Background: an optimization exercise with open tools, aiming at small area and a short achievable clock period. Do not read the settings as production practice. Where RTL was checked, it was by simulation tests only, not by an equivalence proof against the original.

Setup of job 2626:
Design nes_cpu, start of the top module:
module nes_cpu (
  input         clk,        
  input         b_rst,      
  input         b_nmi,      
  input         b_irq,      
  input  [7:0]  data_in,    
  output [15:0] addr,       
  output        r_bw,       
  output [7:0]  data_out    
  );
Settings: LEC_CHECK=0, ABC_AREA=1, CAP_MARGIN=20, CORE_MARGIN=2, CORE_UTILIZATION=40, SLEW_MARGIN=20; clock period 12.0 ns.
standard.sh (not shown) runs the stock make flow with config.mk's settings and CLKGATE_MAP_FILE= SYNTH_SCRIPT=/design/flow/synth_recipe.tcl, a recipe that flattens the netlist after the stock synthesis.
==> flow/flow/run.sh <==
#!/bin/bash
set -euo pipefail
export SETUP_SLACK_MARGIN=6.5
bash standard.sh finish > standard_flow.log 2>&1
Input changes introduced in job 4346 (baseline for comparison: job 2626):
- ABC_AREA: 1 -> unset
- SETUP_SLACK_MARGIN: unset -> 5
==> flow/run.sh (new file) <==
#!/bin/bash
# synth_recipe.tcl (not shown) runs the flow's synth.tcl, then flattens the netlist and writes it again
# the make line also repeats each setting of config.mk as NAME=value (left out here)
make -C /OpenROAD-flow-scripts/flow DESIGN_CONFIG=/design/flow/config.mk WORK_HOME=/design/flow/orfs CLKGATE_MAP_FILE= SYNTH_SCRIPT=/design/flow/synth_recipe.tcl finish
removed: flow/flow/run.sh
removed: flow/standard.sh
Compared with job 2626, in job 4346 fmax now sits lower, area added between synthesis and finish now sits lower, detailed-routed wire length on met2 now sits higher, count of inverters other than clock inverters in the layout now sits lower.
Minimum hold slack, job 2626 and job 4346: higher on job 4346
#### Input delta (job 243 over job 4346)
- a change of CORE_UTILIZATION from 40 to 60
- an added ABC_AREA of 1
Notes after the runs:
Job 243 supports a higher top clock frequency than job 4346.
Job 243 vs job 4346 — insertion delay of the later-clocked pin in the worst-skew pair dropped 0.02 ns.
The final reports for job 243 and job 4346 show area after synthesis lower in the former.
The lower post-layout minimum cycle time came out of job 243.
Share of final-layout standard cells stronger than drive strength 1, job 243 and job 4346: larger value in job 4346
Cell type of the slowest stage on the worst timing path: sky130_fd_sc_hd__a221oi_1 -> job 4346, sky130_fd_sc_hd__clkdlybuf4s50_1 -> job 243
Across both runs, cell count along the critical path was higher for job 243 than for job 4346.
diff inputs: job 243 => job 3344
- changing CORE_UTILIZATION from 60 to 40
- setting CTS_BUF_LIST to sky130_fd_sc_hd__clkbuf_4 sky130_fd_sc_hd__clkbuf_8 for the first time
### Flow results
Job 3344 finished every stage and its layout cleared the timing, DRC and antenna checks. Diff job 3344..job 243 | sequential share of cell area | negligible. From job 243 to job 3344 the numbers moved as follows: die area +0.012 mm²; number of cells on the critical path +1; synthesized area per cell ~0 delta. Status: post-route standard cell area excluding fillers parity (job 243, job 3344). Reported for job 243 and job 3344, post-route DRC violation count turned out identical to the last digit.
--- input diff job 3344..job 6258 ---
- CTS_BUF_LIST no longer set, was sky130_fd_sc_hd__clkbuf_4 sky130_fd_sc_hd__clkbuf_8
--- outcome ---
- There was hardly any difference in routed wire length between job 6258 and job 3344.
- Against job 3344 as the reference, job 6258 delivers a lower post-route clock skew.
- On routing usage on met1, job 6258 and job 3344 are neck and neck.
- Job 3344 → job 6258: clock buffer and inverter area fraction after layout climbed 1.2 points; final-stage net count barely changed; hold slack dropped 0.0058 ns; insertion delay of the later-clocked pin in the worst-skew pair dropped 0.05 ns.


Another version of the RTL of nes_cpu (not shown whole).
Size in the first run: roughly 1900 cells after synthesis, ~170 flip-flops, roughly 37 I/O pins, about 15000 um2 of cells after synthesis.
Settings: LEC_CHECK=0, CAP_MARGIN=20, CORE_MARGIN=2, CORE_UTILIZATION=40, SETUP_SLACK_MARGIN=3.5, SLEW_MARGIN=20; clock period 12.0 ns.
run.sh (not shown) runs the stock make flow with config.mk's settings and CLKGATE_MAP_FILE= SYNTH_SCRIPT=/design/flow/synth_recipe.tcl, a recipe that flattens the netlist after the stock synthesis.
Stock flow here: none of the scripts above is used.
The first run finished with timing, DRC and antenna clean.
==> next run, changes <==
Settings changed: ABC_AREA set to 1, SETUP_SLACK_MARGIN 3.5 to 4.
Outcome: Die area falls by about 6%; final area falls by about 2.5%; core utilization rises by 1.5 points; wire length falls by 5.5%; clock skew is about the same; global-route usage rises by 0.49 points; via count rises by about 2.2%; synthesized cell count rises by about 23%; cell count rises by about 20%.
==> next run, changes <==
Settings changed: ABC_AREA 1 to not set, SETUP_SLACK_MARGIN 4 to 5.
Outcome: First-iteration DRC count rises by about 24%; global-route usage stays flat; non-clock buffer count rises by 73; design area rises by about 8%; clock-buffer cell count rises by 4.
Function was not checked in any run of this note: the RTL went through the layout flow alone.


== east ==
Another version of the RTL of nes_cpu (not shown whole).
Size: roughly 1700 cells after synthesis, roughly 160 flip-flops, roughly 37 I/O pins, ~12000 µm² of cells after synthesis.
==> flow/design.v (excerpt) <==
module nes_cpu(clk, b_rst, b_nmi, b_irq, data_in, addr, r_bw, data_out);
Settings: LEC_CHECK=0, ABC_AREA=1, CAP_MARGIN=20, CORE_MARGIN=2, CORE_UTILIZATION=40, SETUP_SLACK_MARGIN=5, SLEW_MARGIN=20; clock period 12.0 ns.
For middle, these inputs were changed with respect to east:
- a change of CORE_UTILIZATION from 40 to 55
==> flow/flow/run.sh (new file) <==
#!/bin/bash
# The standard layout, with clock tree synthesis told not to add dummy
# loads (unloaded clock inverters it otherwise adds to balance the tree).
set -euo pipefail
export CTS_ARGS="-sink_clustering_enable -repair_clock_nets -dont_use_dummy_load"
bash standard.sh finish > standard_flow.log 2>&1
==> flow/standard.sh (new file) <==
#!/bin/bash
# synth_recipe.tcl (not shown) runs the flow's synth.tcl, then flattens the netlist and writes it again
# the make line also repeats each setting of config.mk as NAME=value (left out here)
make -C /OpenROAD-flow-scripts/flow DESIGN_CONFIG=/design/flow/config.mk WORK_HOME=/design/flow/orfs CLKGATE_MAP_FILE= SYNTH_SCRIPT=/design/flow/synth_recipe.tcl "${@:-finish}"
removed: flow/run.sh
==> comparison <==
| starting density of the core | middle vs east | 15 points higher |
Total grt overflow came out exactly the same in middle and east.
Diff middle and east: logic depth of the worst register-to-register path higher in east
Compared middle against east; total count of hold-check failures in the final report within noise.
Final period demand of the worst path for middle: 0.15 ns up relative to east
The run showing the smaller hold slack is middle.
[middle] actual slew at the worst max-slew pin rose 0.040 ns relative to east


Another version of the RTL of nes_cpu (not shown whole).
Size in the first run: roughly 1,800 cells after synthesis, roughly 140 flip-flops, about 37 I/O pins, ~0.014 sq mm of cells after synthesis.
export LEC_CHECK = 0
export ABC_CLOCK_PERIOD_IN_PS = 7000
export CAP_MARGIN = 20
export CORE_MARGIN = 2
export CORE_UTILIZATION = 40
export SLEW_MARGIN = 20
create_clock -name core_clock -period 12.0 [get_ports {clk}]
Stock flow here: none of the scripts above is used.
The first run finished with timing, DRC and antenna clean.
Rerun with:
ABC_CLOCK_PERIOD_IN_PS = unset   (was 7000)
SETUP_SLACK_MARGIN = 5   (was unset)
Design area climbs by a quarter to a third.
Via count climbs by roughly a tenth.
Critical path depth does not change.
Worst hold slack gets better by 5.5 ps.
Rerun with:
SETUP_SLACK_MARGIN = unset   (was 5)
What happened: The changed run ran to the end with no violations. Global-route usage went down by 3.6 points. Clock skew went down by 5.6 ps. Critical path depth stays the same. Utilization went down by 12 points. Register-to-register slack got worse by 2200 ps. Die area stays the same. Wire length went down by 13%. Final cell count went down by 9.3%. Final area went down by 21%.
Rerun with:
SETUP_SLACK_MARGIN = 3.5   (was unset)
Outcome: Fmax grows by a quarter to a third; routed wire length went up by a few percent; cell area rose by a little under a tenth; clock-buffer cell count is unchanged; die area does not change; via count rises slightly; utilization came out higher by 4.0 points.
No functional check of the RTL was part of any run of this note.


## run A
nes_cpu, a different RTL version from the one above (not shown whole).
For scale: about 37 I/O pins, about 0.012 mm^2 of cells after synthesis.
Settings: LEC_CHECK=0, ABC_AREA=1, CAP_MARGIN=5, CORE_MARGIN=2, CORE_UTILIZATION=40, SETUP_SLACK_MARGIN=5, SLEW_MARGIN=5; clock period 12.0 ns.
Run A finished all stages; the layout is clean.
Edits applied to the flow inputs when going from run A to run B:
- swapping 5 for 20 in CAP_MARGIN
- swapping 5 for 20 in SLEW_MARGIN
Notes after the runs:
- Run B -> run A: transition time of the tightest slew-check pin delta 0, exact match
- Run B and run A ended up with nearly the same register-to-register slack.
- Worst hold margin: run B vs run A, no meaningful difference
- Reported for run B and run A, number of pins exceeding their max-slew limit in the final report turned out identical to the last digit.
- Diff run B..run A | synthesized cell count | unchanged


RTL: one of the versions met above, not the one the previous note started from.
For scale: roughly 37 I/O pins.
Settings: LEC_CHECK=0, ABC_AREA=1, CAP_MARGIN=20, CORE_MARGIN=2, CORE_UTILIZATION=40, SETUP_SLACK_MARGIN=5, SLEW_MARGIN=20; clock period 12.0 ns.
standard.sh (not shown) runs the stock make flow with config.mk's settings and CLKGATE_MAP_FILE= SYNTH_SCRIPT=/design/flow/synth_recipe.tcl, a recipe that flattens the netlist after the stock synthesis.
==> flow/flow/run.sh <==
#!/bin/bash
# The standard layout, with clock tree synthesis told not to add dummy
# loads (unloaded clock inverters it otherwise adds to balance the tree).
set -euo pipefail
export CTS_ARGS="-sink_clustering_enable -repair_clock_nets -dont_use_dummy_load"
bash standard.sh finish > standard_flow.log 2>&1
Rerun with:
==> flow/run.sh (new file) <==
#!/bin/bash
# synth_recipe.tcl (not shown) runs the flow's synth.tcl, then flattens the netlist and writes it again
# the make line also repeats each setting of config.mk as NAME=value (left out here)
make -C /OpenROAD-flow-scripts/flow DESIGN_CONFIG=/design/flow/config.mk WORK_HOME=/design/flow/orfs CLKGATE_MAP_FILE= SYNTH_SCRIPT=/design/flow/synth_recipe.tcl finish
- CTS_BUF_LIST: default -> sky130_fd_sc_hd__clkbuf_16
- CTS_CLUSTER_DIAMETER: default -> 100
- CTS_CLUSTER_SIZE: default -> 40
removed: flow/flow/run.sh
removed: flow/standard.sh
The changed run finished clean.
Final cell count goes up slightly.
First-iteration DRC count is higher slightly.
Worst setup slack improved by 0.0089 ns.
Non-clock buffer count is unchanged.
Sequential cell count stays the same.
Sequential share of layout area fell by 0.47 points.
Fmax stays flat.
Rerun with:
- CTS_BUF_LIST: sky130_fd_sc_hd__clkbuf_16 -> default
- CTS_CLUSTER_DIAMETER: 100 -> 60
- CTS_CLUSTER_SIZE: 40 -> 20
Hold slack stays the same.
Critical path depth does not change.
Register-to-register slack stays flat.
Cell count stays the same.
Via count does not change.
Worst setup slack does not change.
Core utilization is unchanged.
Global-route usage is unchanged.


nes_cpu, a different RTL version from the one above (not shown whole).
Size in the first run: ~1800 cells after synthesis, about 170 flip-flops, ~37 I/O pins, roughly 0.012 sq mm of cells after synthesis.
==> flow/design.v (excerpt) <==
module nes_cpu(clk, b_rst, b_nmi, b_irq, data_in, addr, r_bw, data_out);
==> flow/config.mk <==
export PLATFORM = sky130hd
export DESIGN_NAME = nes_cpu
export DESIGN_NICKNAME = nes_cpu
export VERILOG_FILES = /design/flow/design.v
export SDC_FILE = /design/flow/constraint.sdc
export NUM_CORES = 4
export LEC_CHECK = 0
export ABC_AREA = 1
export CAP_MARGIN = 20
export CORE_MARGIN = 2
export CORE_UTILIZATION = 40
export SETUP_SLACK_MARGIN = 5
export SLEW_MARGIN = 20
==> flow/constraint.sdc <==
create_clock -name core_clock -period 12.0 [get_ports {clk}]
set_input_delay 2.4000 -clock core_clock [delete_from_list [all_inputs] [get_ports {clk}]]
set_output_delay 2.4000 -clock core_clock [all_outputs]
set_load 0.01 [all_outputs]
run.sh (not shown) runs the stock make flow with config.mk's settings and CLKGATE_MAP_FILE= SYNTH_SCRIPT=/design/flow/synth_recipe.tcl, a recipe that flattens the netlist after the stock synthesis.
Stock flow here: none of the scripts above is used.
The baseline ran to the end with no violations.
Rerun with:
CTS_BUF_LIST = sky130_fd_sc_hd__clkbuf_8   (was unset)
CTS_CLUSTER_SIZE = 30   (was unset)
Result: Wire length rose by 0.66%. Critical path depth rose by 21. Core utilization fell by 0.52 points. Worst setup slack gets worse by 0.031 ns. Fmax fell by 0.44%.
Rerun with:
CTS_BUF_LIST = unset   (was sky130_fd_sc_hd__clkbuf_8)
CTS_CLUSTER_SIZE = unset   (was 30)
TNS_END_PERCENT = 5   (was unset)
=> Worst setup slack gets worse by 0.094 ns; global-route usage decreases by 0.18 points; wire length decreases slightly; non-clock buffer count decreases by 24; synthesized cell count is unchanged; die area is unchanged; final cell count decreases slightly.

## separate check: timing with driven ports
Ports are ideal in the flow. The routed layouts listed here were re-timed in OpenROAD.
Step 1, drivers: a clkbuf_16 drives clk and a buf_2 each remaining input, both assumed.
Step 2, shift: input delay + t, output delay - t, t = (earliest + latest rising clock arrival at the registers) / 2. This alone moves slack from input paths to output paths.
Slacks: no drivers / after step 1 / after step 2; pairs: no drivers / after step 1.
run | shift t [ns] | setup WS [ns] | latest minus earliest clock arrival (ns) | pins driven straight from the clock port
job 2626 | 0.512 | 5.793 / 5.736 / 6.150 | 0.017 / 0.017 | 1
job 4346 | 0.522 | 4.880 / 4.828 / 5.310 | 0.023 / 0.023 | 1
job 243 | 0.497 | 5.077 / 5.027 / 5.524 | 0.017 / 0.017 | 1
job 3344 | 0.560 | 5.087 / 5.036 / 5.596 | 0.022 / 0.022 | 1
job 6258 | 0.516 | 5.159 / 5.103 / 5.619 | 0.012 / 0.013 | 1
the first run of note 2 | 0.545 | 3.701 / 3.643 / 4.188 | 0.017 / 0.018 | 1
the second run of note 2 | 0.528 | 4.218 / 4.161 / 4.690 | 0.015 / 0.015 | 1
the third run of note 2 | 0.552 | 4.801 / 4.744 / 5.177 | 0.019 / 0.019 | 1
east | 0.498 | 5.148 / 5.099 / 5.281 | 0.013 / 0.013 | 1
middle | 0.487 | 4.999 / 4.948 / 5.076 | 0.017 / 0.017 | 1
the first run of note 4 | 0.488 | 0.957 / 0.908 / 1.396 | 0.015 / 0.014 | 1
the second run of note 4 | 0.504 | 3.791 / 3.736 / 4.240 | 0.020 / 0.020 | 1
the third run of note 4 | 0.488 | 0.957 / 0.908 / 1.396 | 0.015 / 0.014 | 1
the fourth run of note 4 | 0.490 | 3.549 / 3.499 / 3.962 | 0.013 / 0.013 | 1
run A | 0.498 | 5.035 / 4.985 / 5.144 | 0.019 / 0.019 | 1
run B | 0.498 | 5.035 / 4.985 / 5.144 | 0.019 / 0.019 | 1
the first run of note 6 | 0.490 | 5.139 / 5.091 / 5.312 | 0.028 / 0.028 | 1
the second run of note 6 | 0.498 | 5.148 / 5.099 / 5.281 | 0.013 / 0.013 | 1
the third run of note 6 | 0.498 | 5.148 / 5.099 / 5.281 | 0.013 / 0.013 | 1
the first run of note 7 | 0.493 | 5.020 / 4.970 / 5.208 | 0.016 / 0.017 | 1
the second run of note 7 | 0.526 | 4.989 / 4.989 / 4.989 | 0.024 / 0.024 | 1
the third run of note 7 | 0.489 | 4.895 / 4.843 / 5.044 | 0.014 / 0.015 | 1
After both steps every run listed still meets setup and hold.
